From an optimization exercise on the open Yosys and OpenROAD flow, aimed at small area, a short achievable clock period and few clock cycles; shortcuts taken in it are not production practice. At most, simulation tests tie the RTL to the original design; equivalence was not proved. Power and IR drop assume default switching activity.

Setup of run 1:
Design LMFE, start of the top module:
module LMFE ( clk, reset, Din, in_en, busy, out_valid, Dout, mem_cen, mem_wen, mem_addr, mem_d, mem_q);
input   clk;
input   reset;
input   in_en;
output  busy;
output  out_valid;
input   [7:0]  Din;
output  [7:0]  Dout;
output  mem_cen;
output  mem_wen;
output  [9:0]  mem_addr;
output  [7:0]  mem_d;
input   [7:0]  mem_q;
localparam S_PRE = 2'd0, S_RUN = 2'd1, S_FIN = 2'd2;
reg  [1:0]  state;
reg  [14:0] ldpos;       
reg  [2:0]  k;           
reg         busy_r, outv_r, cen_r, wen_r, seldin_r, accf;
reg  [9:0]  addr_r;
reg  [7:0]  din_r, dout_r;
assign busy      = busy_r;
assign out_valid = outv_r;
assign Dout      = dout_r;
assign mem_cen   = cen_r;
assign mem_wen   = wen_r;
assign mem_addr  = addr_r;
assign mem_d     = din_r;
wire [7:0] row6  = ldpos[14:7];
wire [6:0] ldcol = ldpos[6:0];
wire run = (state == S_RUN);
wire pre = (state == S_PRE);
wire [8:0] rr = {1'b0, row6} + {6'b0, k} - 9'd6;
wire rr_ok = ~rr[8] & ~rr[7];
  reg [7:0] P0;
  reg [7:0] P1;
  reg [7:0] P2;
  reg [7:0] P3;
  reg [7:0] P4;
  reg [7:0] P5;
  reg [7:0] P6;
  reg [7:0] P7;
  reg [7:0] P8;
  reg [7:0] P9;
  reg [7:0] P10;
  reg [7:0] P11;
  reg [7:0] P12;
  reg [7:0] P13;
  reg [7:0] P14;
  reg [7:0] P15;
  reg [7:0] P16;
  reg [7:0] P17;
  reg [7:0] P18;
  reg [7:0] P19;
  reg [7:0] P20;
  reg [7:0] P21;
  reg [7:0] P22;
  reg [7:0] P23;
  reg [7:0] P24;
  reg [7:0] P25;
  reg [7:0] P26;
  reg [7:0] P27;
  reg [7:0] P28;
  reg [7:0] P29;
  reg [7:0] P30;
  reg [7:0] P31;
  reg [7:0] P32;
  reg [7:0] P33;
  reg [7:0] P34;
  reg [7:0] P35;
  ...
For scale: ~1600 cells after synthesis, ~720 flip-flops, about 49 I/O pins, roughly 22000 um2 of cells after synthesis.
make LEC_CHECK=0 CAP_MARGIN=20 CORE_MARGIN=2 CORE_UTILIZATION=60 CTS_BUF_LIST=sky130_fd_sc_hd__clkbuf_4 CTS_CLUSTER_SIZE=30 SETUP_SLACK_MARGIN=3.0 SLEW_MARGIN=20 finish   # period 6.0 ns
run.sh (not shown) runs the stock make flow with config.mk's settings and CLKGATE_MAP_FILE= SYNTH_SCRIPT=/design/flow/synth_recipe.tcl, a recipe that flattens the netlist after the stock synthesis.
Run 1 | status: complete | timing, DRC, antenna: pass
Setup changes, run 1 to run 2
- changing CORE_UTILIZATION from 60 to 40
- removing CTS_CLUSTER_SIZE (formerly 30)
- changing SETUP_SLACK_MARGIN from 3.0 to 3.5
- removing CTS_BUF_LIST (formerly sky130_fd_sc_hd__clkbuf_4)
Notes after the runs:
Run 2 completed; timing, DRC and antenna clean
The setup violation total in the final timing report on run 1 is in line with that on run 2.
Run 2 vs run 1, first element of the critical path: P30[6] vs P31[2]
Number of tap cells inserted, run 1 and run 2: lower on run 1
On ratio of final minimum period to clock period, run 1 and run 2 are neck and neck.
NOTE: total die area in run 2 exceeds that of run 1
Looking at post-layout total power, run 2 sits 9.8% higher than run 1 does.
The following lists how run 3 was set up differently from run 2:
- CORE_UTILIZATION: 40 -> 60
- CTS_BUF_LIST: unset -> sky130_fd_sc_hd__clkbuf_8
- SETUP_SLACK_MARGIN: 3.5 -> 3.0
Notes after the runs:
Run 3 finished every step from synthesis to the final layout, and the layout passed the timing, DRC and antenna checks. Relative max-transition margin down 35 points in run 3 wrt run 2. When the final numbers for run 3 and run 2 were put side by side, the final setup slack of the worst path turned out to be smaller in run 3. Against run 2, run 3 reports a number of cells in the finished layout apart from fillers that is lower. | worst-skew pair later-pin latency | lower: run 2 |. Measured against run 2, the largest net degree at the start of global routing of run 3 comes out at 1.7 times the reference value. Higher fmax among run 3 and run 2: run 2. Relative to run 2, combinational share of power has gone up in run 3.
Changes in run 4 relative to run 3:
- CTS_BUF_LIST no longer set, was sky130_fd_sc_hd__clkbuf_8
- CORE_UTILIZATION now 40, was 60
Notes after the runs:
- Comparing run 3 against run 4, there is no change at all in number of signal-net inverters in the final layout.
- Pre-CTS setup slack in run 4 is 75 ps above run 3.
- On power, the lower figure sits with run 3, not run 4.
- Compared with run 3, in run 4 wire length per cell after detailed routing lower; die height higher; sequential share of layout area lower.
- Cmp run 4 vs run 3: number of cells on the critical path lower in run 4
- Run comparison: run 4 capture point of the worst path pr0[1]; run 3 capture point of the worst path F0[37]
No functional check of the RTL was part of any run of this note.

---

## try-pepper
LMFE, a different RTL version from the one above (not shown whole).
Size: ~720 flip-flops, about 0.022 mm² of cells after synthesis.
Settings: LEC_CHECK=0, CAP_MARGIN=20, CORE_MARGIN=2, CORE_UTILIZATION=40, CTS_BUF_LIST=sky130_fd_sc_hd__clkbuf_16, CTS_CLUSTER_DIAMETER=60, CTS_CLUSTER_SIZE=30, SETUP_SLACK_MARGIN=2.4, SLEW_MARGIN=20; clock period 6.0 ns.
Testbench counts of try-pepper, summed over its fixed seeds: cycles 1,381,296.
The following lists how try-willow was set up differently from try-pepper:
Settings: a change of CTS_CLUSTER_DIAMETER from 60 to 40; a change of CTS_BUF_LIST from sky130_fd_sc_hd__clkbuf_16 to sky130_fd_sc_hd__clkbuf_8; a change of CTS_CLUSTER_SIZE from 30 to 20; a change of SETUP_SLACK_MARGIN from 2.4 to 2.7.
--- outcome ---
- try-willow: full flow OK, the timing, DRC and antenna checks passed
- Global-route usage in try-willow is 0.44 points above try-pepper.
- Per the comparison of try-willow with try-pepper, wire length reported by the detailed router increased about 2.6%; hold slack held steady; total vias in the final route moved up; core utilization saw an increase.
Input-level comparison between try-raven and try-willow:
Settings: CTS_CLUSTER_DIAMETER now 60, was 40; CTS_BUF_LIST now sky130_fd_sc_hd__clkbuf_16, was sky130_fd_sc_hd__clkbuf_8; CTS_CLUSTER_SIZE now 30, was 20.
==> flow/flow/run.sh (new file) <==
#!/bin/bash
# The standard layout (the standard.sh, unchanged synthesis script and
# settings from config.mk), except that Yosys does not extract full-adder
# cells: with ADDER_MAP_FILE empty, ORFS's synth.tcl skips extract_fa, so ABC
# maps the adder trees from plain gates (faster than sky130 fa_1 cells).
# Registers are unaffected.
set -euo pipefail
export ADDER_MAP_FILE=
bash standard.sh > standard.log 2>&1
==> flow/standard.sh (new file) <==
#!/bin/bash
# synth_recipe.tcl (not shown) runs the flow's synth.tcl, then flattens the netlist and writes it again
# the make line also repeats each setting of config.mk as NAME=value (left out here)
make -C /OpenROAD-flow-scripts/flow DESIGN_CONFIG=/design/flow/config.mk WORK_HOME=/design/flow/orfs CLKGATE_MAP_FILE= SYNTH_SCRIPT=/design/flow/synth_recipe.tcl "${@:-finish}"
removed: flow/run.sh
### Flow results
Relative to try-willow, fraction of area in clock buffers and inverters has gone down in try-raven. try-raven: worst setup slack after placement 42 ps below try-willow. Against try-willow, synthesized cell count in try-raven rose slightly. Across both runs, number of cell instances on the worst register-to-register path was lower for try-raven than for try-willow. In summary, try-raven completed successfully, with a layout that passed the timing, DRC and antenna checks. ~same post-synthesis share of cell area spent on and, or, nand and nor gates in try-raven and try-willow. Re detailed-router iteration count before antenna repair: try-willow was higher than try-raven. try-raven has layout overhead on the synthesized area below what try-willow had. Summary of the comparison: power share of the clock group is lower in try-raven, relative to try-willow. try-willow vs try-raven, dominant combinational cell family by area after synthesis: adder cells vs XOR/XNOR gates. Going from try-willow to try-raven, maximum frequency saw an increase, total wire length after detailed routing decreased 3.0%, worst-case hold slack did not really move.
What try-onyx does differently from try-raven at the input level:
Settings: CTS_CLUSTER_DIAMETER changed from 60 to 70; CTS_CLUSTER_SIZE changed from 30 to 35.
==> flow/run.sh (new file) <==
#!/bin/bash
# synth_recipe.tcl (not shown) runs the flow's synth.tcl, then flattens the netlist and writes it again
# the make line also repeats each setting of config.mk as NAME=value (left out here)
make -C /OpenROAD-flow-scripts/flow DESIGN_CONFIG=/design/flow/config.mk WORK_HOME=/design/flow/orfs CLKGATE_MAP_FILE= SYNTH_SCRIPT=/design/flow/synth_recipe.tcl finish
removed: flow/flow/run.sh
removed: flow/standard.sh
### Flow results
try-onyx leaves less setup margin than try-raven. Status: synthesized area parity (try-onyx, try-raven). Cmp try-onyx vs try-raven: wire length of the first global-routing pass higher in try-onyx. For try-onyx, the main combinational cell family by area after synthesis was adder cells, unlike try-raven, where it was XOR/XNOR gates. More vias were needed by try-raven than by try-onyx. Number of enable-type register cells in the synthesized netlist: try-onyx vs try-raven identical.
--- input diff try-onyx..try-delta ---
Settings: CTS_CLUSTER_DIAMETER: 70 -> 60; CTS_CLUSTER_SIZE: 35 -> 30.
Results
[compare] base=try-onyx new=try-delta: final-stage net count comparable; via count of the first global-routing pass shrank by 0.48%. Looking at try-onyx and try-delta, the power attributed to combinational cells is a wash. try-onyx → try-delta: worst setup slack increased 39 ps, flip-flop and latch count shows no meaningful change.
### try-delta -> try-cedar
Settings: SETUP_SLACK_MARGIN: 2.7 -> 3.0.
Results
try-cedar ended with more first-pass GRT wire length than try-delta. Against try-delta, try-cedar reports a fraction of area in registers that is lower. try-cedar vs try-delta: utilization after layout up.

[afterwards: timing with drivers on the ports]
Ports are ideal in the flow. The routed layouts listed here were re-timed in OpenROAD.
Step 1 (the two cells are an assumption about what drives the block):
set clk [get_ports {clk}]
set_driving_cell -lib_cell sky130_fd_sc_hd__clkbuf_16 $clk
set_driving_cell -lib_cell sky130_fd_sc_hd__buf_2 [delete_from_list [all_inputs] $clk]
Step 2 moves the port delays by t, midway between the first and last clock arrival at a register: inputs arrive t later, outputs are due t later. That takes back most of the time a late clock gives input paths.
a / b / c = no drivers / after step 1 / after step 2; a / b = the first two.
run	t, ns	setup WS [ns]	worst setup path after step 2
run 1	0.855	2.801 / 2.801 / 2.635	input to register
run 2	0.647	2.799 / 2.799 / 2.799	register to register
run 3	0.703	2.772 / 2.772 / 2.641	input to register
run 4	0.649	2.826 / 2.826 / 2.555	input to register
try-pepper	0.629	2.655 / 2.655 / 2.470	input to register
try-willow	0.688	2.802 / 2.802 / 2.507	input to register
try-raven	0.647	2.924 / 2.924 / 2.577	input to register
try-onyx	0.612	2.758 / 2.758 / 2.479	input to register
try-delta	0.627	2.797 / 2.797 / 2.473	input to register
try-cedar	0.619	2.843 / 2.843 / 2.525	input to register
After both steps every run listed still meets setup and hold. The setup slack of try-raven, which loses most, moves by 0.000 ns with the drivers and by -0.347 ns with both steps.
